This is an optimization exercise on Yosys and OpenROAD, whose aim is small area and a short achievable clock period, not a production implementation.
Where RTL was checked, it was by simulation tests only, not by an equivalence proof against the original.
No functional check of the RTL was part of run 1.

## flow/design.v (module list and top-level ports; edited modules follow where they fit)
// module mult16_top: 17 lines
// module ha: 3 lines
// module fa: 3 lines
// module multiplier_16bit: 1148 lines
module mult16_top (
  input         clk,
  input  [15:0] a,
  input  [15:0] b,
  output [31:0] p
);
  // ...
==> flow/run.sh <==
#!/bin/bash
# synth_recipe.tcl (not shown) runs the flow's synth.tcl, then flattens the netlist and writes it again
# the make line also repeats each setting of config.mk as NAME=value (left out here)
make -C /OpenROAD-flow-scripts/flow DESIGN_CONFIG=/design/flow/config.mk WORK_HOME=/design/flow/orfs CLKGATE_MAP_FILE= SYNTH_SCRIPT=/design/flow/synth_recipe.tcl finish
==> flow/config.mk <==
export PLATFORM = sky130hd
export DESIGN_NAME = mult16_top
export DESIGN_NICKNAME = mult16_top
export VERILOG_FILES = /design/flow/design.v
export SDC_FILE = /design/flow/constraint.sdc
export NUM_CORES = 4
export LEC_CHECK = 0
export CAP_MARGIN = 20
export CORE_MARGIN = 2
export CORE_UTILIZATION = 40
export SLEW_MARGIN = 20
==> flow/constraint.sdc <==
create_clock -name core_clock -period 15.0 [get_ports {clk}]
set_input_delay 3.0000 -clock core_clock [delete_from_list [all_inputs] [get_ports {clk}]]
set_output_delay 3.0000 -clock core_clock [all_outputs]
set_load 0.01 [all_outputs]
==> run notes, run 1 <==
The count of cells along the worst hold path came out at 1. STA classifies the critical path endpoint as a register. After synthesis, the cell types taking the most area are sky130_fd_sc_hd__fa_1 (43%), sky130_fd_sc_hd__dfxtp_1 (14%), sky130_fd_sc_hd__and2_1 (11%), sky130_fd_sc_hd__inv_1 (6.9%), sky130_fd_sc_hd__ha_1 (6.2%).

The number of nets at the end of the flow came out at 1263. The worst hold path begins at a_r[0].

Summed over all nets, wire length on met2 after detailed routing comes to 11100 um. The number of antenna violations at the first check in global routing is 0. The flow ran to the end and the layout has no timing, DRC or antenna violations. The count of TritonRoute iterations in the first routing pass came out at 4.

The complex-gate fraction of the synthesized area came out at 6.53%. The average size of a mapped cell came out at 9.57 um2. After detailed routing, no signal wire sits above met4.

The die footprint is 0.0239 mm2. Setup repair after global routing left no endpoint under its margin. The global-route met2 utilization is 35.2%. For this run, the number of Yosys warnings is 1. Clock tree synthesis inserted a total of 9 buffers. The flow inserted 285 tap cells. The hold-critical path endpoint is p_r[0]. The floorplan has 55 rows. The synthesized netlist occupies a cell area of 0.00908 mm2. The number of instances in the synthesized netlist is 949. In the final design, more cell area goes to multi-input combinational cells than to any other class. At the later pin of the worst-skew pair, clock insertion delay measures 0.36 ns.

In the synthesized netlist, the cells that appear most often are sky130_fd_sc_hd__fa_1 (196), sky130_fd_sc_hd__inv_1 (167), sky130_fd_sc_hd__and2_1 (162). met2 is the most crowded layer. The maximum number of pins on one net before global-route repair came out at 17. The normalized max-slew margin came out at 45.5%. The cell sitting at the root of the clock tree is a sky130_fd_sc_hd__clkbuf_16. The footprint of the flip-flops and latches is 0.00128 mm2.

The number of multi-input logic gates came out at 680. The maximum fanout encountered on the critical timing path is 16. The detail route stage leaves a number of antenna-violating nets equal to 0.

The repair_antennas step left the layout with diodes totalling 0. The final design area excluding fillers is 0.0103 mm2. The final core utilization is 45.7%. Leaving out the clock tree, the finished layout contains a buffer count of 67. Leaving out fill and tap cells, the most frequent cell in the layout is sky130_fd_sc_hd__fa_1. The multiplexer share of the synthesized area is 0.110%.
==> module ha, before the edit <==
module ha(input a, b, output sum, cout);
  assign {cout, sum} = a + b;
endmodule
==> module fa, before the edit <==
module fa(input a, b, cin, output sum, cout);
  assign {cout, sum} = a + b + cin;
endmodule
==> inputs of run 2 (changes only) <==
--- a/flow/design.v
+++ b/flow/design.v
@@ -12,20 +12,22 @@
     a_r <= a;
     b_r <= b;
     p_r <= o;
   end
   assign p = p_r;
 endmodule
 
 module ha(input a, b, output sum, cout);
-  assign {cout, sum} = a + b;
+  assign sum = a ^ b;
+  assign cout = a & b;
 endmodule
 module fa(input a, b, cin, output sum, cout);
-  assign {cout, sum} = a + b + cin;
+  assign sum = a ^ b ^ cin;
+  assign cout = (a & b) | (a & cin) | (b & cin);
 endmodule
 module multiplier_16bit(input [15:0] a, b, output [31:0] o);
   wire pp_0_0;
   wire pp_0_1;
   wire pp_0_2;
   wire pp_0_3;
   wire pp_0_4;
   wire pp_0_5;
@@ -1163,10 +1165,290 @@
   fa u_fa191 (.a(c302), .b(s357), .cin(c356), .sum(s411), .cout(c412));
   fa u_fa192 (.a(c306), .b(s359), .cin(c358), .sum(s413), .cout(c414));
   fa u_fa193 (.a(c310), .b(s361), .cin(c360), .sum(s415), .cout(c416));
   fa u_fa194 (.a(c312), .b(s363), .cin(c362), .sum(s417), .cout(c418));
   fa u_fa195 (.a(pp_14_15), .b(pp_15_14), .cin(c364), .sum(s419), .cout(c420));
   assign o[0] = pp_0_0;
   wire [30:0] fx = {1'b0, pp_15_15, s419, s417, s415, s413, s411, s409, c406, s405, s403, s401, c398, c396, c394, c392, c390, c388, c386, c384, c382, c380, c378, c376, c374, c372, c370, c368, c366, pp_2_0, pp_0_1};
   wire [30:0] fy = {1'b0, c420, c418, c416, c414, c412, c410, c408, s407, c404, c402, c400, s399, s397, s395, s393, s391, s389, s387, s385, s383, s381, s379, s377, s375, s373, s371, s369, s367, s365, pp_1_0};
-  assign o[31:1] = fx + fy;
+  wire [30:0] g0 = fx & fy;
+  wire [30:0] p0 = fx ^ fy;
+  wire G1_1 = g0[1] | (p0[1] & g0[0]);
+  wire P1_1 = p0[1] & p0[0];
+  wire G1_2 = g0[2] | (p0[2] & g0[1]);
+  wire P1_2 = p0[2] & p0[1];
+  wire G1_3 = g0[3] | (p0[3] & g0[2]);
+  wire P1_3 = p0[3] & p0[2];
+  wire G1_4 = g0[4] | (p0[4] & g0[3]);
+  wire P1_4 = p0[4] & p0[3];
+  wire G1_5 = g0[5] | (p0[5] & g0[4]);
+  wire P1_5 = p0[5] & p0[4];
+  wire G1_6 = g0[6] | (p0[6] & g0[5]);
+  wire P1_6 = p0[6] & p0[5];
+  wire G1_7 = g0[7] | (p0[7] & g0[6]);
+  wire P1_7 = p0[7] & p0[6];
+  wire G1_8 = g0[8] | (p0[8] & g0[7]);
+  wire P1_8 = p0[8] & p0[7];
+  wire G1_9 = g0[9] | (p0[9] & g0[8]);
+  wire P1_9 = p0[9] & p0[8];
+  wire G1_10 = g0[10] | (p0[10] & g0[9]);
+  wire P1_10 = p0[10] & p0[9];
+  wire G1_11 = g0[11] | (p0[11] & g0[10]);
+  wire P1_11 = p0[11] & p0[10];
+  wire G1_12 = g0[12] | (p0[12] & g0[11]);
+  wire P1_12 = p0[12] & p0[11];
+  wire G1_13 = g0[13] | (p0[13] & g0[12]);
+  wire P1_13 = p0[13] & p0[12];
+  wire G1_14 = g0[14] | (p0[14] & g0[13]);
+  wire P1_14 = p0[14] & p0[13];
+  wire G1_15 = g0[15] | (p0[15] & g0[14]);
+  wire P1_15 = p0[15] & p0[14];
+  wire G1_16 = g0[16] | (p0[16] & g0[15]);
+  wire P1_16 = p0[16] & p0[15];
+  wire G1_17 = g0[17] | (p0[17] & g0[16]);
+  wire P1_17 = p0[17] & p0[16];
+  wire G1_18 = g0[18] | (p0[18] & g0[17]);
+  wire P1_18 = p0[18] & p0[17];
+  wire G1_19 = g0[19] | (p0[19] & g0[18]);
+  wire P1_19 = p0[19] & p0[18];
+  wire G1_20 = g0[20] | (p0[20] & g0[19]);
+  wire P1_20 = p0[20] & p0[19];
+  wire G1_21 = g0[21] | (p0[21] & g0[20]);
+  wire P1_21 = p0[21] & p0[20];
+  wire G1_22 = g0[22] | (p0[22] & g0[21]);
+  wire P1_22 = p0[22] & p0[21];
+  wire G1_23 = g0[23] | (p0[23] & g0[22]);
+  wire P1_23 = p0[23] & p0[22];
+  wire G1_24 = g0[24] | (p0[24] & g0[23]);
+  wire P1_24 = p0[24] & p0[23];
+  wire G1_25 = g0[25] | (p0[25] & g0[24]);
+  wire P1_25 = p0[25] & p0[24];
+  wire G1_26 = g0[26] | (p0[26] & g0[25]);
+  wire P1_26 = p0[26] & p0[25];
+  wire G1_27 = g0[27] | (p0[27] & g0[26]);
+  wire P1_27 = p0[27] & p0[26];
+  wire G1_28 = g0[28] | (p0[28] & g0[27]);
+  wire P1_28 = p0[28] & p0[27];
+  wire G1_29 = g0[29] | (p0[29] & g0[28]);
+  wire P1_29 = p0[29] & p0[28];
+  wire G1_30 = g0[30] | (p0[30] & g0[29]);
+  wire P1_30 = p0[30] & p0[29];
+  wire G2_2 = G1_2 | (P1_2 & g0[0]);
+  wire P2_2 = P1_2 & p0[0];
+  wire G2_3 = G1_3 | (P1_3 & G1_1);
+  wire P2_3 = P1_3 & P1_1;
+  wire G2_4 = G1_4 | (P1_4 & G1_2);
+  wire P2_4 = P1_4 & P1_2;
+  wire G2_5 = G1_5 | (P1_5 & G1_3);
+  wire P2_5 = P1_5 & P1_3;
+  wire G2_6 = G1_6 | (P1_6 & G1_4);
+  wire P2_6 = P1_6 & P1_4;
+  wire G2_7 = G1_7 | (P1_7 & G1_5);
+  wire P2_7 = P1_7 & P1_5;
+  wire G2_8 = G1_8 | (P1_8 & G1_6);
+  wire P2_8 = P1_8 & P1_6;
+  wire G2_9 = G1_9 | (P1_9 & G1_7);
+  wire P2_9 = P1_9 & P1_7;
+  wire G2_10 = G1_10 | (P1_10 & G1_8);
+  wire P2_10 = P1_10 & P1_8;
+  wire G2_11 = G1_11 | (P1_11 & G1_9);
+  wire P2_11 = P1_11 & P1_9;
+  wire G2_12 = G1_12 | (P1_12 & G1_10);
+  wire P2_12 = P1_12 & P1_10;
+  wire G2_13 = G1_13 | (P1_13 & G1_11);
+  wire P2_13 = P1_13 & P1_11;
+  wire G2_14 = G1_14 | (P1_14 & G1_12);
+  wire P2_14 = P1_14 & P1_12;
+  wire G2_15 = G1_15 | (P1_15 & G1_13);
+  wire P2_15 = P1_15 & P1_13;
+  wire G2_16 = G1_16 | (P1_16 & G1_14);
+  wire P2_16 = P1_16 & P1_14;
+  wire G2_17 = G1_17 | (P1_17 & G1_15);
+  wire P2_17 = P1_17 & P1_15;
+  wire G2_18 = G1_18 | (P1_18 & G1_16);
+  wire P2_18 = P1_18 & P1_16;
+  wire G2_19 = G1_19 | (P1_19 & G1_17);
+  wire P2_19 = P1_19 & P1_17;
+  wire G2_20 = G1_20 | (P1_20 & G1_18);
+  wire P2_20 = P1_20 & P1_18;
+  wire G2_21 = G1_21 | (P1_21 & G1_19);
+  wire P2_21 = P1_21 & P1_19;
+  wire G2_22 = G1_22 | (P1_22 & G1_20);
+  wire P2_22 = P1_22 & P1_20;
+  wire G2_23 = G1_23 | (P1_23 & G1_21);
+  wire P2_23 = P1_23 & P1_21;
+  wire G2_24 = G1_24 | (P1_24 & G1_22);
+  wire P2_24 = P1_24 & P1_22;
+  wire G2_25 = G1_25 | (P1_25 & G1_23);
+  wire P2_25 = P1_25 & P1_23;
+  wire G2_26 = G1_26 | (P1_26 & G1_24);
+  wire P2_26 = P1_26 & P1_24;
+  wire G2_27 = G1_27 | (P1_27 & G1_25);
+  wire P2_27 = P1_27 & P1_25;
+  wire G2_28 = G1_28 | (P1_28 & G1_26);
+  wire P2_28 = P1_28 & P1_26;
+  wire G2_29 = G1_29 | (P1_29 & G1_27);
+  wire P2_29 = P1_29 & P1_27;
+  wire G2_30 = G1_30 | (P1_30 & G1_28);
+  wire P2_30 = P1_30 & P1_28;
+  wire G3_4 = G2_4 | (P2_4 & g0[0]);
+  wire P3_4 = P2_4 & p0[0];
+  wire G3_5 = G2_5 | (P2_5 & G1_1);
+  wire P3_5 = P2_5 & P1_1;
+  wire G3_6 = G2_6 | (P2_6 & G2_2);
+  wire P3_6 = P2_6 & P2_2;
+  wire G3_7 = G2_7 | (P2_7 & G2_3);
+  wire P3_7 = P2_7 & P2_3;
+  wire G3_8 = G2_8 | (P2_8 & G2_4);
+  wire P3_8 = P2_8 & P2_4;
+  wire G3_9 = G2_9 | (P2_9 & G2_5);
+  wire P3_9 = P2_9 & P2_5;
+  wire G3_10 = G2_10 | (P2_10 & G2_6);
+  wire P3_10 = P2_10 & P2_6;
+  wire G3_11 = G2_11 | (P2_11 & G2_7);
+  wire P3_11 = P2_11 & P2_7;
+  wire G3_12 = G2_12 | (P2_12 & G2_8);
+  wire P3_12 = P2_12 & P2_8;
+  wire G3_13 = G2_13 | (P2_13 & G2_9);
+  wire P3_13 = P2_13 & P2_9;
+  wire G3_14 = G2_14 | (P2_14 & G2_10);
+  wire P3_14 = P2_14 & P2_10;
+  wire G3_15 = G2_15 | (P2_15 & G2_11);
+  wire P3_15 = P2_15 & P2_11;
+  wire G3_16 = G2_16 | (P2_16 & G2_12);
+  wire P3_16 = P2_16 & P2_12;
+  wire G3_17 = G2_17 | (P2_17 & G2_13);
+  wire P3_17 = P2_17 & P2_13;
+  wire G3_18 = G2_18 | (P2_18 & G2_14);
+  wire P3_18 = P2_18 & P2_14;
+  wire G3_19 = G2_19 | (P2_19 & G2_15);
+  wire P3_19 = P2_19 & P2_15;
+  wire G3_20 = G2_20 | (P2_20 & G2_16);
+  wire P3_20 = P2_20 & P2_16;
+  wire G3_21 = G2_21 | (P2_21 & G2_17);
+  wire P3_21 = P2_21 & P2_17;
+  wire G3_22 = G2_22 | (P2_22 & G2_18);
+  wire P3_22 = P2_22 & P2_18;
+  wire G3_23 = G2_23 | (P2_23 & G2_19);
+  wire P3_23 = P2_23 & P2_19;
+  wire G3_24 = G2_24 | (P2_24 & G2_20);
+  wire P3_24 = P2_24 & P2_20;
+  wire G3_25 = G2_25 | (P2_25 & G2_21);
+  wire P3_25 = P2_25 & P2_21;
+  wire G3_26 = G2_26 | (P2_26 & G2_22);
+  wire P3_26 = P2_26 & P2_22;
+  wire G3_27 = G2_27 | (P2_27 & G2_23);
+  wire P3_27 = P2_27 & P2_23;
+  wire G3_28 = G2_28 | (P2_28 & G2_24);
+  wire P3_28 = P2_28 & P2_24;
+  wire G3_29 = G2_29 | (P2_29 & G2_25);
+  wire P3_29 = P2_29 & P2_25;
+  wire G3_30 = G2_30 | (P2_30 & G2_26);
+  wire P3_30 = P2_30 & P2_26;
+  wire G4_8 = G3_8 | (P3_8 & g0[0]);
+  wire P4_8 = P3_8 & p0[0];
+  wire G4_9 = G3_9 | (P3_9 & G1_1);
+  wire P4_9 = P3_9 & P1_1;
+  wire G4_10 = G3_10 | (P3_10 & G2_2);
+  wire P4_10 = P3_10 & P2_2;
+  wire G4_11 = G3_11 | (P3_11 & G2_3);
+  wire P4_11 = P3_11 & P2_3;
+  wire G4_12 = G3_12 | (P3_12 & G3_4);
+  wire P4_12 = P3_12 & P3_4;
+  wire G4_13 = G3_13 | (P3_13 & G3_5);
+  wire P4_13 = P3_13 & P3_5;
+  wire G4_14 = G3_14 | (P3_14 & G3_6);
+  wire P4_14 = P3_14 & P3_6;
+  wire G4_15 = G3_15 | (P3_15 & G3_7);
+  wire P4_15 = P3_15 & P3_7;
+  wire G4_16 = G3_16 | (P3_16 & G3_8);
+  wire P4_16 = P3_16 & P3_8;
+  wire G4_17 = G3_17 | (P3_17 & G3_9);
+  wire P4_17 = P3_17 & P3_9;
+  wire G4_18 = G3_18 | (P3_18 & G3_10);
+  wire P4_18 = P3_18 & P3_10;
+  wire G4_19 = G3_19 | (P3_19 & G3_11);
+  wire P4_19 = P3_19 & P3_11;
+  wire G4_20 = G3_20 | (P3_20 & G3_12);
+  wire P4_20 = P3_20 & P3_12;
+  wire G4_21 = G3_21 | (P3_21 & G3_13);
+  wire P4_21 = P3_21 & P3_13;
+  wire G4_22 = G3_22 | (P3_22 & G3_14);
+  wire P4_22 = P3_22 & P3_14;
+  wire G4_23 = G3_23 | (P3_23 & G3_15);
+  wire P4_23 = P3_23 & P3_15;
+  wire G4_24 = G3_24 | (P3_24 & G3_16);
+  wire P4_24 = P3_24 & P3_16;
+  wire G4_25 = G3_25 | (P3_25 & G3_17);
+  wire P4_25 = P3_25 & P3_17;
+  wire G4_26 = G3_26 | (P3_26 & G3_18);
+  wire P4_26 = P3_26 & P3_18;
+  wire G4_27 = G3_27 | (P3_27 & G3_19);
+  wire P4_27 = P3_27 & P3_19;
+  wire G4_28 = G3_28 | (P3_28 & G3_20);
+  wire P4_28 = P3_28 & P3_20;
+  wire G4_29 = G3_29 | (P3_29 & G3_21);
+  wire P4_29 = P3_29 & P3_21;
+  wire G4_30 = G3_30 | (P3_30 & G3_22);
+  wire P4_30 = P3_30 & P3_22;
+  wire G5_16 = G4_16 | (P4_16 & g0[0]);
+  wire P5_16 = P4_16 & p0[0];
+  wire G5_17 = G4_17 | (P4_17 & G1_1);
+  wire P5_17 = P4_17 & P1_1;
+  wire G5_18 = G4_18 | (P4_18 & G2_2);
+  wire P5_18 = P4_18 & P2_2;
+  wire G5_19 = G4_19 | (P4_19 & G2_3);
+  wire P5_19 = P4_19 & P2_3;
+  wire G5_20 = G4_20 | (P4_20 & G3_4);
+  wire P5_20 = P4_20 & P3_4;
+  wire G5_21 = G4_21 | (P4_21 & G3_5);
+  wire P5_21 = P4_21 & P3_5;
+  wire G5_22 = G4_22 | (P4_22 & G3_6);
+  wire P5_22 = P4_22 & P3_6;
+  wire G5_23 = G4_23 | (P4_23 & G3_7);
+  wire P5_23 = P4_23 & P3_7;
+  wire G5_24 = G4_24 | (P4_24 & G4_8);
+  wire P5_24 = P4_24 & P4_8;
+  wire G5_25 = G4_25 | (P4_25 & G4_9);
+  wire P5_25 = P4_25 & P4_9;
+  wire G5_26 = G4_26 | (P4_26 & G4_10);
+  wire P5_26 = P4_26 & P4_10;
+  wire G5_27 = G4_27 | (P4_27 & G4_11);
+  wire P5_27 = P4_27 & P4_11;
+  wire G5_28 = G4_28 | (P4_28 & G4_12);
+  wire P5_28 = P4_28 & P4_12;
+  wire G5_29 = G4_29 | (P4_29 & G4_13);
+  wire P5_29 = P4_29 & P4_13;
+  wire G5_30 = G4_30 | (P4_30 & G4_14);
+  wire P5_30 = P4_30 & P4_14;
+  assign o[1] = p0[0] ^ 1'b0;
+  assign o[2] = p0[1] ^ g0[0];
+  assign o[3] = p0[2] ^ G1_1;
+  assign o[4] = p0[3] ^ G2_2;
+  assign o[5] = p0[4] ^ G2_3;
+  assign o[6] = p0[5] ^ G3_4;
+  assign o[7] = p0[6] ^ G3_5;
+  assign o[8] = p0[7] ^ G3_6;
+  assign o[9] = p0[8] ^ G3_7;
+  assign o[10] = p0[9] ^ G4_8;
+  assign o[11] = p0[10] ^ G4_9;
+  assign o[12] = p0[11] ^ G4_10;
+  assign o[13] = p0[12] ^ G4_11;
+  assign o[14] = p0[13] ^ G4_12;
+  assign o[15] = p0[14] ^ G4_13;
+  assign o[16] = p0[15] ^ G4_14;
+  assign o[17] = p0[16] ^ G4_15;
+  assign o[18] = p0[17] ^ G5_16;
+  assign o[19] = p0[18] ^ G5_17;
+  assign o[20] = p0[19] ^ G5_18;
+  assign o[21] = p0[20] ^ G5_19;
+  assign o[22] = p0[21] ^ G5_20;
+  assign o[23] = p0[22] ^ G5_21;
+  assign o[24] = p0[23] ^ G5_22;
+  assign o[25] = p0[24] ^ G5_23;
+  assign o[26] = p0[25] ^ G5_24;
+  assign o[27] = p0[26] ^ G5_25;
+  assign o[28] = p0[27] ^ G5_26;
+  assign o[29] = p0[28] ^ G5_27;
+  assign o[30] = p0[29] ^ G5_28;
+  assign o[31] = p0[30] ^ G5_29;
 endmodule
==> flow/config.mk (replaced) <==
export PLATFORM = sky130hd
export DESIGN_NAME = mult16_top
export DESIGN_NICKNAME = mult16_top
export VERILOG_FILES = /design/flow/design.v
export SDC_FILE = /design/flow/constraint.sdc
export NUM_CORES = 4
export LEC_CHECK = 0
export CAP_MARGIN = 20
export CORE_MARGIN = 2
export CORE_UTILIZATION = 65
export SLEW_MARGIN = 20
export SYNTH_HIERARCHICAL = 1
export SYNTH_MINIMUM_KEEP_SIZE = 0
==> run notes, run 2 <==
Of the total synthesized cell area, the portion taken by XOR and XNOR cells is 2.37%. For this design, the slowest cell found on the critical path is sky130_fd_sc_hd__dfxtp_1. In this run the worst hold path is classified as reg -> reg. The wire length of the first global-routing pass is 38100 um.

The final core utilization is 74.0% (+28 points). TritonCTS built the clock tree. At the pin with the least slew margin, the transition time is 0.730 ns. Traced cell by cell, the critical path runs through and2_1 > fa_1 > fa_1 > fa_1 > fa_1 > fa_1 > fa_1 > ha_1 > a21oi_1 > o21ai_0 > or3_1 > o21a_2 > a2111oi_2 > nor2_1. The floorplan row count came out at 42 (-24%). The total number of yosys warnings came out at 7 (+6).

The final weighted congestion of routability-driven global placement is 0.927. The diode insertion count for antenna repair came out at 0 (unchanged). The root buffer cell chosen for the clock tree is sky130_fd_sc_hd__clkbuf_16.

The startpoint identified for the worst register-to-register timing path is b_r[15]. The kind of cell with the highest combined delay along the critical path is adder cells. The endpoint arrival time on the critical path is 5.79 ns.

Derived from the worst setup path, the maximum achievable clock frequency is 180 MHz. The fraction of synthesis flops using an asynchronous set or reset pin is 0%. The normalized max-slew margin is 51.2% (+5.8 points). By area the synthesized netlist is led by sky130_fd_sc_hd__fa_1 (44%), sky130_fd_sc_hd__and2_1 (18%), sky130_fd_sc_hd__dfxtp_1 (14%), sky130_fd_sc_hd__ha_1 (6.3%), sky130_fd_sc_hd__a21oi_1 (1.7%). Setup violations remaining at the end of the flow were counted as 0. STA classifies the critical path endpoint as a register. For this run, the total global-route usage over all layers was measured as 35.4%. The buffer and inverter count on the worst path is 0.

The combined area of all synthesized cells is 0.00887 mm2 (-2.3%). The count of different cell masters after synthesis came out at 53.

The number of instances in the synthesized netlist is 816 (-14%). The multiplexer share of the synthesized area is 0% (-0.11 points). The detailed-placement wirelength estimate is 18200 um. The final-layout setup total negative slack came out at 0 ns.

The startpoint of the lowest-slack hold path is a_r[0]. The combinational family with the most area after synthesis is adder cells. Sorting the synthesized cells by how often they occur yields sky130_fd_sc_hd__and2_1 (257), sky130_fd_sc_hd__fa_1 (196), sky130_fd_sc_hd__dfxtp_1 (64). The number of buffers inserted during clock tree synthesis is 9 (unchanged). The post-route clock period utilization is 37.1%. The via total after detailed routing came out at 6437. The count of buffers inserted at the top-level ports is 64. The biggest area contributor in the post-synthesis netlist is sky130_fd_sc_hd__fa_1. The data required time of the critical path is 15.24 ns. The fraction of layout instances using a drive strength above 1 came out at 2.70%. Setup slack on the critical path of the routed design comes to 9.44 ns. Setup repair after global routing left no endpoint under its margin.

The complex-gate fraction of the synthesized area was 7.87% (+1.3 points). The TritonCTS sink count is 64. The maximum number of pins on one net before global-route repair was 17 (unchanged). The largest stage delay on the critical path came out at 0.70 ns.

The setup fix buffers added after clock tree synthesis came out at 0. The count of hold-fix buffers inserted at cts is 0. In this run the standard cell core region covers 0.0133 mm2. Compared with the post-synthesis result, the final layout area differs by 10.9%. The register containing the most flip-flops in the final layout is p_r. The leading cell type in the layout, fill and taps excluded is sky130_fd_sc_hd__and2_1. The average wire per standard cell is 23.2 um. The worst clock skew on the final layout came out at 0.0102 ns. For hold timing, the worst endpoint is p_r[0]. The total of cells resized after clock tree synthesis came out at 0. The number of levels in the clock H-tree came out at 3. The cell count of the worst reg-to-reg path came out at 14.

The post-route antenna net violation count came out at 0 (unchanged). The number of global-route vias before repair is 7112. STA classifies the critical path startpoint as a register. Counting buffers and inverters, the worst setup path is 14 cells deep.

The setup slack at placement is 9.51 ns. In this run the horizontal extent of the chip is 121 um. In the layout the commonest cells are sky130_fd_sc_hd__and2_1 (257), sky130_fd_sc_hd__fa_1 (196), sky130_fd_sc_hd__dfxtp_1 (64), sky130_fd_sc_hd__clkdlybuf4s50_1 (64), sky130_fd_sc_hd__ha_1 (45).

The average size of a mapped cell came out at 10.9 um2 (+14%). The area share of fa/ha/maj cells after synthesis is 50.6%. The DRC violation total after the first TritonRoute iteration came out at 539. The time the worst path needs with I/O delays and setup came out at 5.56 ns. The count of cells along the worst hold path came out at 1 (unchanged).

Excluding fillers, the count of instances in the completed layout stands at 1027. The critical path in this run is classified as reg -> reg. The total of fill cells in the finished design is 912. The die footprint came out at 0.0146 mm2 (-39%).

The buffer depth of the longest clock path is 2. The number of cells in the design after placement is 1011. In this run the critical register-to-register path is captured at p_r[31]. The number of nets at the end of the flow came out at 1120 (-11%).

Summing the areas of all and, or, nand and nor instances in the mapped netlist gives 22.0% of the synthesized area. The instance area at placement came out at 0.00953 mm2. The number of endpoints with negative hold slack in the final report is 0. Counting flops with a built-in enable in the synthesized netlist gives 0. The run finished with no timing, DRC or antenna violations. The number of register bits inferred by synthesis is 64. Using the TritonRoute via totals, the vias-per-cell ratio works out to 6.27.

The clock slew at the register clock pins of the worst setup and hold paths came out at 0.06 ns. The number of antenna violations at the first check in global routing came out at 0 (unchanged). The clock latency on the worst-skew pair came out at 0.35 ns (about the same). The routed wire length came out at 23800 um. The share of synthesized area in the top cell type comes to 44.2%. The max-capacitance violation count is 0. The tightest hold margin came out at 0.766 ns. The share of the yosys chip area belonging to registers is 14.4%. 65 I/O pins were placed.

The number of max-slew violations in the final report is 0. The final design area excluding fillers was 0.00984 mm2 (-4.1%). Counting every net in the synthesized netlist gives 1090. The die height is 121 um. The starting density of the core is 66.7%. The flip-flop count of the largest register, all copies and words added came out at 32. Across all register-to-register paths, the minimum setup slack is 9.44 ns. The total congestion overflow came out at 0. The most common flop cell mapped by yosys is sky130_fd_sc_hd__dfxtp_1.

In the post-synthesis netlist, the cell with the most instances is sky130_fd_sc_hd__and2_1. In the final layout, the registers with the most flip-flops are p_r: 32 flops, a_r: 16 flops, b_r: 16 flops. The count of TritonRoute iterations in the first routing pass is 5 (+1). The cell type with the highest occurrence count on the critical path is sky130_fd_sc_hd__fa_1. The maximum fanout encountered on the critical timing path came to 16 (unchanged). The detailed-route DRC error count is 0.
-- run 2: changes by cell type in the layout (fill, tap and decap cells not counted), moves of 3 or more --
| cell | change |
|---|---|
| sky130_fd_sc_hd__nor4_1 | +3 |
| sky130_fd_sc_hd__a21oi_2 | -4 |
| sky130_fd_sc_hd__o41ai_1 | +3 |
| sky130_fd_sc_hd__and2_1 | +95 |
| sky130_fd_sc_hd__nand4_1 | -5 |
| sky130_fd_sc_hd__buf_4 | -3 |
| sky130_fd_sc_hd__inv_1 | -156 |
| sky130_fd_sc_hd__o21ai_0 | +4 |
| sky130_fd_sc_hd__nand2_1 | -93 |
| sky130_fd_sc_hd__o21ai_1 | -3 |
| sky130_fd_sc_hd__o211ai_1 | +9 |
-- run 2: logic make-up after synthesis --
logic type | Yosys count
XOR/XNOR | 24
flip-flops | 64
AND/OR/NAND/NOR | 329
adder cells (fa/ha/maj) | 241
buffers and inverters | 56
AO/OA/AOI/OAI | 102
-- run 2: worst reg2reg max path, stage by stage (launching register included) --
cell,delay [ns]
sky130_fd_sc_hd__dfxtp_1,0.70
sky130_fd_sc_hd__and2_1,0.25
sky130_fd_sc_hd__fa_1,0.41
sky130_fd_sc_hd__fa_1,0.51
sky130_fd_sc_hd__fa_1,0.45
sky130_fd_sc_hd__fa_1,0.39
sky130_fd_sc_hd__fa_1,0.52
sky130_fd_sc_hd__fa_1,0.42
sky130_fd_sc_hd__ha_1,0.37
sky130_fd_sc_hd__a21oi_1,0.22
sky130_fd_sc_hd__o21ai_0,0.18
sky130_fd_sc_hd__or3_1,0.40
sky130_fd_sc_hd__o21a_2,0.25
sky130_fd_sc_hd__a2111oi_2,0.30
sky130_fd_sc_hd__nor2_1,0.08
-- run 2: per-module statistics from Yosys, one instance, submodules excluded --
| module | area [um2] | flip-flops and latches | cells |
|---|---|---|---|
| multiplier_16bit | 3500 | 0 | 542 |
| mult16_top | 1280 | 64 | 64 |
| fa | 20.0 | 0 | 1 |
| ha | 12.5 | 0 | 1 |
-- run 2: routing by layer --
| metal | GRT usage [%] | wire (um) | up-vias |
|---|---|---|---|
| met5 | 0 | 0 | - |
| met4 | 21.1 | 1510 | 0 |
| met3 | 5.90 | 1460 | 95 |
| met2 | 57.0 | 11600 | 354 |
| met1 | 45.1 | 9250 | 3278 |
| li1 | - | - | 2710 |
-- run 2: how the worst max path moves through the flow --
stage | start | slack, ns | to
2_1_floorplan | a_r[11] | 9.77 | p_r[31]
3_3_place_gp | b_r[4] | 9.56 | p_r[26]
3_5_place_dp | a_r[0] | 9.51 | p_r[31]
4_1_cts | a_r[0] | 9.51 | p_r[31]
5_1_grt | a_r[11] | 9.16 | p_r[31]
6_report | b_r[15] | 9.44 | p_r[31]
-- run 2: cell type report --
class	count	area [um2]	area share [%]
repair buffers	64	641	6.51
flip-flops and latches	64	1280	13.0
clock buffers	11	243	2.47
well taps	176	220	2.24
multi-input cells	696	7350	74.7
clock inverters	5	63.8	0.649
inverters	11	41.3	0.420
==> inputs of run 3 (changes only) <==
--- a/flow/config.mk
+++ b/flow/config.mk
@@ -8,5 +8,5 @@
 export CAP_MARGIN = 20
 export CORE_MARGIN = 2
-export CORE_UTILIZATION = 65
+export CORE_UTILIZATION = 40
 export SLEW_MARGIN = 20
 export SYNTH_HIERARCHICAL = 1
==> run notes, run 3 <==
The tree is rooted in a sky130_fd_sc_hd__clkbuf_16. The normalized max-slew margin came out at 49.1% (-2.1 points). Walking the worst path, the cells encountered are and2_1 > fa_1 > fa_1 > fa_1 > fa_1 > fa_1 > fa_1 > ha_1 > a21oi_1 > o21ai_0 > or3_1 > o21a_2 > a2111oi_2 > nor2_1. The clock latency on the worst-skew pair is 0.35 ns (about the same). The clock slew at the register clock pins of the worst setup and hold paths is 0.06 ns (about the same). The detailed-placement wirelength estimate is 17800 um (-2.4%). The number of buffers inserted during clock tree synthesis came out at 9 (unchanged). The diode insertion count for antenna repair came out at 0 (unchanged).

The number of register bits inferred by synthesis came to 64 (unchanged). The area of the core region is 0.0218 mm2 (+64%). The count of buffers inserted at the top-level ports came out at 64 (unchanged). The largest registers in the layout are p_r: 32 flops, a_r: 16 flops, b_r: 16 flops. The final weighted congestion of routability-driven global placement is 0.871 (-6.0%). The data required time of the critical path is 15.23 ns (about the same). The capture instance of the worst register-to-register path is p_r[31]. The maximum number of pins on one net before global-route repair is 17 (unchanged). The post-route antenna net violation count came out at 0 (unchanged). The detailed-route DRC error count is 0 (unchanged).

The time the worst path needs with I/O delays and setup came out at 5.62 ns (+0.0644 ns). The synthesized net count came out at 1090 (unchanged). The overall die width was 153 um (+27%). The endpoint arrival time on the critical path is 5.85 ns (+0.06 ns). The largest stage delay on the critical path is 0.76 ns (+0.06 ns). The count of flip-flops with a built-in enable after synthesis is 0 (unchanged).

The global router's overall resource usage is 21.0% (-14 points). The TritonCTS sink count came out at 64 (unchanged). The total number of yosys warnings is 7 (unchanged). The floorplan row count is 54 (+29%). Among all flip-flop cells after synthesis, the most frequent one is sky130_fd_sc_hd__dfxtp_1.

The die footprint is 0.0234 mm2 (+60%). The largest area contributor in the netlist is sky130_fd_sc_hd__fa_1. The count of different cell masters after synthesis came out at 53 (unchanged). The maximum operating frequency came out at 178 MHz (-1.1%). The buffer depth of the longest clock path was 2 (unchanged). The cell type with the highest occurrence count on the critical path is sky130_fd_sc_hd__fa_1. Leaving out fill and tap cells, the most frequent cell in the layout is sky130_fd_sc_hd__and2_1.

The tightest hold margin is 0.797 ns (+0.0315 ns). The number of standard cells in the layout, taps in and fillers out came to 1129 (+9.9%).

The worst reg2reg path startpoint is a_r[11]. The worst clock skew on the final layout is 0.0118 ns (+0.00163 ns). The number of antenna violations at the first check in global routing came to 0 (unchanged). The count of cells along the worst hold path is 1 (unchanged). The total of cells resized after clock tree synthesis is 0 (unchanged).

The footprint of the multi-input gates is 0.00735 mm2 (unchanged). The register containing the most flip-flops in the final layout is p_r. The DRC violation total after the first TritonRoute iteration came to 275 (-49%). The starting density of the core is 40.6% (-26 points). The total of fill cells in the finished design came out at 2060 (+130%). The fraction of synthesis flops using an asynchronous set or reset pin came out at 0% (unchanged). The number of levels in the clock H-tree came out at 3 (unchanged). The share of the yosys chip area belonging to registers is 14.4% (unchanged). The endpoint type of the worst setup path is a register. TritonCTS built the clock tree. The average wire per standard cell came to 21.1 um (-9.1%). The actual transition at the worst max-transition pin was 0.762 ns (+0.0316 ns). The final core utilization is 45.5% (-29 points). The count of TritonRoute iterations in the first routing pass is 5 (unchanged). The final-layout setup total negative slack is 0 ns (unchanged).

The cell count of the worst reg-to-reg path came to 14 (unchanged). Setup repair after global routing left no endpoint under its margin. The number of max-slew violations in the final report is 0 (unchanged). The maximum fanout encountered on the critical timing path came out at 16 (unchanged). The worst hold path begins at a_r[0]. The footprint of the flip-flops and latches was 0.00128 mm2 (unchanged).

The worst setup path is launched from a register. The number of nets at the end of the flow came out at 1120 (unchanged). The combined area of all synthesized cells came out at 0.00887 mm2 (unchanged). The synthesis-to-layout area growth came out at 11.9%. The post-route clock period utilization is 37.5% (+0.43 points). The largest individual stage delay along the critical path comes from the cell sky130_fd_sc_hd__dfxtp_1.

The setup fix buffers added after clock tree synthesis is 0 (unchanged). After synthesis, the cell types taking the most area are sky130_fd_sc_hd__fa_1 (44%), sky130_fd_sc_hd__and2_1 (18%), sky130_fd_sc_hd__dfxtp_1 (14%), sky130_fd_sc_hd__ha_1 (6.3%), sky130_fd_sc_hd__a21oi_1 (1.7%). The count of hold-fix buffers inserted at cts is 0 (unchanged).

The worst hold path belongs to the class reg -> reg. The number of endpoints with negative hold slack in the final report is 0 (unchanged). The routed wire length is 23800 um (about the same).

The number of global-route vias before repair came out at 6493 (-8.7%). The final setup violation count is 0 (unchanged). The worst hold path terminates at p_r[0].

The via total after detailed routing is 6030 (-6.3%). The average size of a mapped cell was 10.9 um2 (unchanged). The wire length of the first global-routing pass is 37800 um (-0.71%). The number of instances in the synthesized netlist is 816 (unchanged).

The number of cells in the design after placement is 1115 (+10%). The max-capacitance violation count came out at 0 (unchanged). The flip-flop count of the largest register, all copies and words added came to 32 (unchanged). The total congestion overflow came out at 0 (unchanged). The die height came out at 153 um (+27%). Leaving out fill and tap cells, the most frequent cells in the layout are sky130_fd_sc_hd__and2_1 (257), sky130_fd_sc_hd__fa_1 (196), sky130_fd_sc_hd__dfxtp_1 (64), sky130_fd_sc_hd__clkdlybuf4s50_1 (64), sky130_fd_sc_hd__ha_1 (45). The kind of critical path is reg -> reg.

Among all cell types in the netlist, the one instantiated most often is sky130_fd_sc_hd__and2_1. The worst reg-to-reg setup slack was 9.38 ns (-0.06 ns). The fraction of layout instances using a drive strength above 1 came out at 2.59% (-0.11 points).

The number of vias per cell after detailed routing was 5.34 (-15%). The flow ran to the end and the layout has no timing, DRC or antenna violations. The share of Yosys cell area claimed by the top area cell type came to 44.2% (unchanged). By count the netlist is led by sky130_fd_sc_hd__and2_1 (257), sky130_fd_sc_hd__fa_1 (196), sky130_fd_sc_hd__dfxtp_1 (64). The total I/O pin count came to 65 (unchanged).
[run 3: cell counts after synthesis]
No cell type changed its count.
[run 3: final cells by class]
class	count	area share [%]
Clock inverter	4	0.227
Clock buffer	10	2.41
Multi-Input combinational cell	696	74.1
Timing Repair Buffer	64	6.46
Inverter	11	0.416
Tap cell	280	3.53
Sequential cell	64	12.9
[run 3: layer usage]
layer / global-route usage [%] / vias to the layer above / part of all wire, %
li1: - / 2705 / -
met1: 30.5 / 3107 / 47
met2: 31.9 / 201 / 44
met3: 5.39 / 17 / 7.2
met4: 4.41 / 0 / 1.1
met5: 0 / - / 0
[run 3: how the worst max path moves through the flow]
stage | end | cells past startpoint | slack [ns] | start
detailed placement | p_r[31] | 14 | 9.42 | a_r[11]
global placement | p_r[31] | 14 | 9.47 | a_r[11]
global route | p_r[31] | 14 | 9.08 | a_r[11]
finish | p_r[31] | 14 | 9.38 | a_r[11]
CTS | p_r[31] | 14 | 9.40 | a_r[11]
floorplan | p_r[31] | 17 | 9.77 | a_r[11]
[run 3: metrics by stage]
step                      worst slack [ns]  area (um2)
after floorplan                       9.77        8870
after global placement                9.47        9660
after detailed placement              9.42        9660
after CTS                             9.40        9920
after global routing                  9.08        9920
final                                 9.38        9920
[run 3: worst max-delay path: cells and delay by family (launching register included)]
kind	cells	cell delay, ns
adder cells (fa/ha/maj)	7	3.12
AO/OA/AOI/OAI	4	0.92
flip-flops	1	0.76
AND/OR/NAND/NOR	3	0.71
[run 3: cells by family (layout without fill, tap and decap cells)]
kind of cell | Yosys count | in the layout | synth area share (%)
AOI/OAI and AO/OA | 102 | 102 | 7.87
buffers and inverters | 56 | 89 | 2.72
xor gates and xnor gates | 24 | 24 | 2.37
and+or+nand+nor | 329 | 329 | 22.0
DFF | 64 | 64 | 14.4
adders and majority gates | 241 | 241 | 50.6
[run 3: Yosys stat by module, one instance, submodules excluded]
module | area (um2) | copies in the design | cells
multiplier_16bit | 3500 | 1 | 542
mult16_top | 1280 | 1 | 64
fa | 20.0 | 195 | 1
ha | 12.5 | 15 | 1
==> inputs of run 4 (changes only) <==
==> flow/flow/run.sh (new file) <==
#!/bin/bash
# Standard layout, with the port buffers made from buf_2 cells.
set -e
cp standard.sh standard_sh_copy.log
export BUFFER_PORTS_ARGS="-buffer_cell sky130_fd_sc_hd__buf_2"
bash standard.sh > standard.log 2>&1
==> flow/standard.sh (new file) <==
#!/bin/bash
# synth_recipe.tcl (not shown) runs the flow's synth.tcl, then flattens the netlist and writes it again
# the make line also repeats each setting of config.mk as NAME=value (left out here)
make -C /OpenROAD-flow-scripts/flow DESIGN_CONFIG=/design/flow/config.mk WORK_HOME=/design/flow/orfs CLKGATE_MAP_FILE= SYNTH_SCRIPT=/design/flow/synth_recipe.tcl "${@:-finish}"
removed: flow/run.sh
==> run notes, run 4 <==
The root buffer cell chosen for the clock tree is sky130_fd_sc_hd__clkbuf_16. Leaving out fill and tap cells, the most frequent cell in the layout is sky130_fd_sc_hd__and2_1. The clock slew at the register clock pins of the worst setup and hold paths came out at 0.06 ns (about the same). The total number of yosys warnings came out at 7 (unchanged). After synthesis, the largest family of logic cells by area is adder cells. The detailed-placement wirelength estimate is 17800 um (about the same). The total of cells resized after clock tree synthesis is 0 (unchanged). The largest registers in the layout are p_r: 32 flops, a_r: 16 flops, b_r: 16 flops. The overall die width is 153 um (unchanged). The largest area contributor in the netlist is sky130_fd_sc_hd__fa_1.

The combined area of all synthesized cells is 0.00887 mm2 (unchanged). Setup repair after global routing left no endpoint under its margin. The via total after detailed routing came out at 6121 (+1.5%). The maximum number of pins on one net before global-route repair is 17 (unchanged). STA classifies the critical path startpoint as a register. The number of standard cells in the layout, taps in and fillers out is 1130 (+0.089%). The global router's overall resource usage came out at 21.2% (+0.22 points). The worst reg-to-reg setup slack is 9.35 ns (-0.03 ns). The post-route antenna net violation count is 0 (unchanged). The maximum fanout encountered on the critical timing path came to 16 (unchanged). The routed wire length came out at 24200 um (+1.4%). The total of fill cells in the finished design is 2101 (+2.0%). The library cells used most frequently in the layout, excluding fill and tap cells, are sky130_fd_sc_hd__and2_1 (257), sky130_fd_sc_hd__fa_1 (196), sky130_fd_sc_hd__dfxtp_1 (64), sky130_fd_sc_hd__buf_2 (64), sky130_fd_sc_hd__ha_1 (45). The share of Yosys cell area claimed by the top area cell type came out at 44.2% (unchanged). The total I/O pin count is 65 (unchanged).

The final core utilization came out at 44.1% (-1.4 points). The post-route clock period utilization is 37.7% (+0.18 points). The final setup violation count came out at 0 (unchanged). Walking the worst path, the cells encountered are and2_1 > fa_1 > fa_1 > fa_1 > fa_1 > fa_1 > fa_1 > ha_1 > a21oi_1 > o21ai_0 > or3_1 > o21a_2 > a2111oi_2 > nor2_1. The final weighted congestion of routability-driven global placement is 0.859 (-1.5%). The area of the core region came out at 0.0218 mm2 (unchanged). The number of antenna violations at the first check in global routing came out at 0 (unchanged). The wire length of the first global-routing pass is 37900 um (+0.27%). TritonCTS built the clock tree.

The buffer and inverter count on the worst path was 0 (unchanged). The clock latency on the worst-skew pair came out at 0.35 ns (about the same). The maximum operating frequency came out at 177 MHz (-0.47%). The critical path depth in cells came out at 14 (unchanged).

The register containing the most flip-flops in the final layout is p_r. The count of hold-fix buffers inserted at cts was 0 (unchanged). The detailed-route DRC error count came out at 0 (unchanged).

The count of flip-flops with a built-in enable after synthesis is 0 (unchanged). The worst clock skew on the final layout came to 0.0153 ns (+0.00346 ns). The number of register bits inferred by synthesis is 64 (unchanged). The count of different cell masters after synthesis came out at 53 (unchanged). The number of cells in the design after placement is 1115 (unchanged). The share of the yosys chip area belonging to registers came out at 14.4% (unchanged). The cell class contributing the biggest share of worst-path delay is adder cells. The normalized max-slew margin is 46.1% (-3.1 points). In this run the critical register-to-register path is captured at p_r[31]. The final-layout setup total negative slack is 0 ns (unchanged). The TritonCTS sink count came to 64 (unchanged). The cell type with the highest occurrence count on the critical path is sky130_fd_sc_hd__fa_1. The time the worst path needs with I/O delays and setup is 5.65 ns (+0.0267 ns).

The kind of critical path is reg -> reg. The average wire per standard cell came out at 21.4 um (+1.3%). The max-capacitance violation count came out at 0 (unchanged). The share of the synthesized netlist area taken by xor and xnor gates is 2.37% (unchanged). The complex-gate fraction of the synthesized area is 7.87% (unchanged). The count of buffers inserted at the top-level ports is 64 (unchanged). The floorplan row count is 54 (unchanged). The starting density of the core came out at 40.6% (unchanged). In the post-synthesis netlist, the biggest area contributors are sky130_fd_sc_hd__fa_1 (44%), sky130_fd_sc_hd__and2_1 (18%), sky130_fd_sc_hd__dfxtp_1 (14%), sky130_fd_sc_hd__ha_1 (6.3%), sky130_fd_sc_hd__a21oi_1 (1.7%). The setup fix buffers added after clock tree synthesis is 0 (unchanged). The number of endpoints with negative hold slack in the final report is 0 (unchanged). The data required time of the critical path came to 15.23 ns (about the same). By count the netlist is led by sky130_fd_sc_hd__and2_1 (257), sky130_fd_sc_hd__fa_1 (196), sky130_fd_sc_hd__dfxtp_1 (64). The endpoint arrival time on the critical path came out at 5.88 ns (+0.03 ns). The run finished with no timing, DRC or antenna violations. The fraction of layout instances using a drive strength above 1 is 10.1% (+7.5 points). The endpoint type of the worst setup path is a register. The total congestion overflow is 0 (unchanged).

The area share of fa/ha/maj cells after synthesis is 50.6% (unchanged). The diode insertion count for antenna repair came out at 0 (unchanged). The average size of a mapped cell came out at 10.9 um2 (unchanged). The largest stage delay on the critical path is 0.79 ns (+0.03 ns). The die footprint is 0.0234 mm2 (unchanged). The type of the most critical hold path is reg -> reg. The multiplexer share of the synthesized area came out at 0% (unchanged). The number of vias per cell after detailed routing is 5.42 (+1.4%). The buffer depth of the longest clock path was 2 (unchanged). The number of instances in the synthesized netlist is 816 (unchanged). The actual transition at the worst max-transition pin came out at 0.808 ns (+0.0460 ns). The flip-flop count of the largest register, all copies and words added came out at 32 (unchanged).

The count of TritonRoute iterations in the first routing pass came out at 4 (-1). The synthesized net count is 1090 (unchanged). The number of nets at the end of the flow is 1120 (unchanged). The number of levels in the clock H-tree is 3 (unchanged). The worst reg2reg path startpoint is b_r[7]. The slowest stage of the critical path is the sky130_fd_sc_hd__dfxtp_1 cell. The most used standard cell by instance count after synthesis is sky130_fd_sc_hd__and2_1. The most common flop cell mapped by yosys is sky130_fd_sc_hd__dfxtp_1. The worst setup path startpoint is b_r[7]. The area fraction in and, or, nand and nor cells after synthesis is 22.0% (unchanged). The number of buffers inserted during clock tree synthesis is 9 (unchanged). The die height came to 153 um (unchanged). The cell count of the worst reg-to-reg path was 14 (unchanged). The fraction of synthesis flops using an asynchronous set or reset pin came out at 0% (unchanged).

In this run the worst setup path terminates at p_r[31]. The number of max-slew violations in the final report came out at 0 (unchanged). The synthesis-to-layout area growth came out at 8.39%. The DRC violation total after the first TritonRoute iteration came out at 308 (+12%).

The number of global-route vias before repair came out at 6451 (-0.65%).
[run 4: cell counts after synthesis]
Identical to the previous run, type by type.
[run 4: metal layers]
layer / share of wire, % / GRT usage, % / vias to the layer above / wire (um)
li1: - / - / 2705 / -
met2: 45 / 32.8 / 204 / 10900
met4: 1.0 / 4.14 / 0 / 247
met3: 6.3 / 3.97 / 19 / 1520
met1: 48 / 31.5 / 3193 / 11500
met5: 0 / 0 / - / 0
[run 4: per-module statistics from Yosys (local to each module, per instance)]
module,flops+latches,cells,cell area [um2]
multiplier_16bit,0,542,3500
mult16_top,64,64,1280
fa,0,1,20.0
ha,0,1,12.5
[run 4: cells by family (layout without fill, tap and decap cells)]
group	count (synthesis)	count (layout)
AO/OA/AOI/OAI	102	102
flip-flops	64	64
buffers and inverters	56	90
AND/OR/NAND/NOR	329	329
adder cells (fa/ha/maj)	241	241
XOR/XNOR	24	24
[run 4: worst min-delay path by stage]
stage	slack (ns)	to	startpoint	cells past startpoint
after global placement	0.82	p_r[0]	a_r[0]	1
after floorplan	0.59	p_r[0]	b_r[0]	2
after CTS	0.81	p_r[0]	a_r[0]	1
after global routing	0.85	p_r[0]	a_r[0]	1
after detailed placement	0.80	p_r[0]	a_r[0]	1
final	0.81	p_r[0]	a_r[0]	1
[run 4: final cells by class]
cell class	count	area (um2)	area share, %
clock buffer	12	256	2.67
clock inverter	3	17.5	0.182
inverter	11	41.3	0.429
multi-input combinational	696	7350	76.4
sequential	64	1280	13.3
tap	280	350	3.64
timing repair buffer	64	320	3.33
[run 4: through the flow]
| step | setup slack, ns | instance area [um2] | hold slack [ns] |
|---|---|---|---|
| 3_3_place_gp | 9.41 | 9340 | 0.819 |
| 5_1_grt | 9.04 | 9620 | 0.851 |
| 3_5_place_dp | 9.37 | 9340 | 0.800 |
| 4_1_cts | 9.35 | 9620 | 0.809 |
| 2_1_floorplan | 9.77 | 8870 | 0.592 |
| 6_report | 9.35 | 9620 | 0.809 |
==> inputs of run 5 (changes only) <==
--- a/flow/flow/run.sh
+++ b/flow/flow/run.sh
@@ -4,3 +4,4 @@
 cp standard.sh standard_sh_copy.log
 export BUFFER_PORTS_ARGS="-buffer_cell sky130_fd_sc_hd__buf_2"
+export SETUP_SLACK_MARGIN=11
 bash standard.sh > standard.log 2>&1
==> run notes, run 5 <==
The buffer depth of the longest clock path came to 2 (unchanged). The most used standard cell by instance count after synthesis is sky130_fd_sc_hd__and2_1. The data required time of the critical path was 15.23 ns (about the same). TritonCTS built the clock tree.

The endpoint arrival time on the critical path was 5.20 ns (-0.68 ns). The number of cells in the design after placement came to 1115 (unchanged). The worst reg-to-reg setup slack is 10.03 ns (+0.68 ns). The final core utilization came to 50.7% (+6.6 points). The detailed-route DRC error count is 0 (unchanged). The footprint of the multi-input gates came out at 0.00805 mm2 (+9.6%). The number of antenna violations at the first check in global routing came out at 0 (unchanged).

The worst clock skew on the final layout is 0.0103 ns (-0.00496 ns). The post-route clock period utilization was 33.1% (-4.5 points). In the layout the commonest cells are sky130_fd_sc_hd__and2_1 (246), sky130_fd_sc_hd__fa_1 (164), sky130_fd_sc_hd__buf_2 (66). The cell count of the worst reg-to-reg path was 14 (unchanged). The number of max-slew violations in the final report came out at 0 (unchanged). The combined area of all synthesized cells came out at 0.00887 mm2 (unchanged). Ranked by flip-flop count, first place goes to p_r. By area the synthesized netlist is led by sky130_fd_sc_hd__fa_1 (44%), sky130_fd_sc_hd__and2_1 (18%), sky130_fd_sc_hd__dfxtp_1 (14%), sky130_fd_sc_hd__ha_1 (6.3%), sky130_fd_sc_hd__a21oi_1 (1.7%). The average size of a mapped cell is 10.9 um2 (unchanged). The number of vias per cell after detailed routing is 5.39 (-0.56%).

The normalized max-slew margin is 56.3% (+10 points). The worst setup path is launched from a register. The total of fill cells in the finished design came out at 1947 (-7.3%). The detailed-placement wirelength estimate is 18000 um (+1.0%).

The max-capacitance violation count is 0 (unchanged). The wire length of the first global-routing pass came out at 40300 um (+6.2%). The final weighted congestion of routability-driven global placement is 0.857 (-0.19%). Setup repair after global routing could not meet its margin everywhere. The largest stage delay on the critical path came out at 0.62 ns (-0.17 ns).

The maximum number of pins on one net before global-route repair came out at 17 (unchanged). The via total after detailed routing came out at 6485 (+5.9%). The average wire per standard cell is 21.6 um (+0.96%). The flip-flop count of the largest register, all copies and words added came out at 32 (unchanged). In the final layout, the registers with the most flip-flops are p_r: 32 flops, a_r: 16 flops, b_r: 16 flops.

The clock latency on the worst-skew pair was 0.34 ns (about the same). CTS placed an instance of sky130_fd_sc_hd__clkbuf_16 at the clock tree root. The floorplan row count is 54 (unchanged). The footprint of the flip-flops and latches is 0.00140 mm2 (+9.2%). The total number of yosys warnings came out at 7 (unchanged). The overall die width is 153 um (unchanged). The routed wire length came out at 26000 um (+7.6%). The total congestion overflow came out at 0 (unchanged). The startpoint identified for the worst register-to-register timing path is a_r[0]. The maximum fanout encountered on the critical timing path was 7 (-9). The signal on the critical path passes through buf_4 > and2_1 > fa_1 > fa_1 > fa_1 > fa_1 > fa_1 > ha_4 > a21oi_1 > o221ai_1 > or3_1 > o21a_4 > a2111oi_4 > nor2_1. On the critical path, the stage with the largest delay is an instance of sky130_fd_sc_hd__fa_1. The number of endpoints with negative hold slack in the final report was 0 (unchanged).

The die footprint was 0.0234 mm2 (unchanged). The count of different cell masters after synthesis was 53 (unchanged). The count of TritonRoute iterations in the first routing pass came out at 7 (+3). The endpoint type of the worst setup path is a register. In this run the critical register-to-register path is captured at p_r[31]. The starting density of the core was 40.6% (unchanged).

The worst setup path startpoint is a_r[0]. The DRC violation total after the first TritonRoute iteration is 327 (+6.2%). The commonest cells after synthesis are sky130_fd_sc_hd__and2_1 (257), sky130_fd_sc_hd__fa_1 (196), sky130_fd_sc_hd__dfxtp_1 (64). The actual transition at the worst max-transition pin came to 0.651 ns (-0.157 ns). The post-route antenna net violation count was 0 (unchanged). The count of hold-fix buffers inserted at cts was 0 (unchanged). The final-layout setup total negative slack is 0 ns (unchanged). The number of instances in the synthesized netlist came out at 816 (unchanged).

The maximum operating frequency came out at 201 MHz (+14%). The diode insertion count for antenna repair is 0 (unchanged). The count of flip-flops with a built-in enable after synthesis came out at 0 (unchanged). The global router's overall resource usage came out at 22.5% (+1.3 points). The fraction of layout instances using a drive strength above 1 came out at 32.6% (+22 points).

The TritonCTS sink count came out at 64 (unchanged). The share of the yosys chip area belonging to registers came out at 14.4% (unchanged). The clock slew at the register clock pins of the worst setup and hold paths is 0.06 ns (about the same). The fraction of synthesis flops using an asynchronous set or reset pin is 0% (unchanged). The time the worst path needs with I/O delays and setup came out at 4.97 ns (-0.679 ns). The die height is 153 um (unchanged).

The leading cell type in the layout, fill and taps excluded is sky130_fd_sc_hd__and2_1. The total I/O pin count came out at 65 (unchanged). The number of nets at the end of the flow is 1193 (+6.5%).

The final setup violation count was 0 (unchanged). The end of the critical path is p_r[31]. The area of the core region came out at 0.0218 mm2 (unchanged). The tightest min-delay check is of the reg -> reg type. The count of buffers inserted at the top-level ports is 64 (unchanged).

The setup path with the least slack is of type reg -> reg. The most used flip-flop cell after synthesis is sky130_fd_sc_hd__dfxtp_1.

In this design, the critical path's most frequently occurring cell is sky130_fd_sc_hd__fa_1. The number of standard cells in the layout, taps in and fillers out is 1204 (+6.5%). The run finished with no timing, DRC or antenna violations. The number of levels in the clock H-tree came out at 3 (unchanged).

The number of buffers inserted during clock tree synthesis came to 9 (unchanged). The largest area contributor in the netlist is sky130_fd_sc_hd__fa_1. The synthesized net count came out at 1090 (unchanged). The number of global-route vias before repair came out at 6932 (+7.5%). The share of Yosys cell area claimed by the top area cell type is 44.2% (unchanged). The number of register bits inferred by synthesis is 64 (unchanged).

The synthesis-to-layout area growth is 24.7%.
[run 5: cell type report]
cell class	count	share of cell area, %
clock inverters	6	0.543
repair buffers	137	8.41
inverters	11	0.373
clock buffers	10	2.07
flip-flops and latches	64	12.6
multi-input cells	696	72.8
well taps	280	3.17
[run 5: worst max-delay path: cells and delay by family (launching register included)]
kind / cells / cell delay, ns
fa+ha+maj: 6 / 2.71
compound gates: 4 / 1.00
simple gates: 3 / 0.61
flops: 1 / 0.36
buf+inv: 1 / 0.16
[run 5: kinds of logic after synthesis]
group	count (synthesis)	synth area share (%)
AOI/OAI and AO/OA	102	7.87
DFF	64	14.4
adders and majority gates	241	50.6
xor gates and xnor gates	24	2.37
buffers and inverters	56	2.72
and+or+nand+nor	329	22.0
[run 5: worst min-delay path by stage]
stage	startpoint	end	slack [ns]	depth (start not counted)
after detailed placement	b_r[0]	p_r[0]	0.82	1
final	b_r[0]	p_r[0]	0.64	1
after floorplan	b_r[0]	p_r[0]	0.59	2
after global routing	b_r[0]	p_r[0]	0.66	1
after CTS	b_r[0]	p_r[0]	0.63	1
after global placement	a_r[0]	p_r[0]	0.82	1
[run 5: metal layers]
metal	GRT usage, %	wire [um]
met2	35.9	12300
met3	5.19	1710
met5	0	0
met1	31.7	11500
met4	4.63	399
[run 5: metrics by stage]
stage	setup slack [ns]	hold WS, ns	cell area [um2]
global placement	9.46	0.822	9490
CTS	10.06	0.628	10700
floorplan	9.91	0.593	9060
global route	9.92	0.661	11100
detailed placement	9.45	0.817	9490
finish	10.03	0.641	11100
[run 5: repair_timing]
item / CTS / global route
pin swaps: 46 / 49
endpoints found under the setup margin: 23 / 22
buffers inserted: 49 / 24
resized for setup: 144 / 38
[run 5: Yosys stat by module (local to each module, per instance)]
module	cells	times used
ha	1	15
fa	1	195
multiplier_16bit	542	1
mult16_top	64	1

-- what the ideal ports hide --
No port has a modelled driver above. Below, the same layouts with a new extraction and two added sets of constraints. Step 1, drivers: a clkbuf_16 drives clk and a buf_2 each remaining input, both assumed. Step 2 adds t to the input delays and takes it off the output delays; t is the mean of the earliest and latest rising clock arrival at the registers after step 1. Input paths then give back, and output paths get back, about the clock's delay inside the block. Three values: ideal ports, drivers, drivers and shift; two values: the first two.
run	t, ns	slack for setup (ns)	hold WS [ns]	cell pins on the clock port's net
run 1	0.402	9.055 / 9.055 / 9.055	0.781 / 0.781 / 0.781	1
run 2	0.390	9.442 / 9.442 / 9.442	0.766 / 0.766 / 0.766	1
run 3	0.386	9.378 / 9.378 / 9.378	0.797 / 0.797 / 0.797	1
run 4	0.391	9.351 / 9.351 / 9.351	0.809 / 0.809 / 0.809	1
run 5	0.381	10.030 / 10.030 / 10.030	0.641 / 0.641 / 0.641	1
After both steps setup and hold are still met in every run listed.
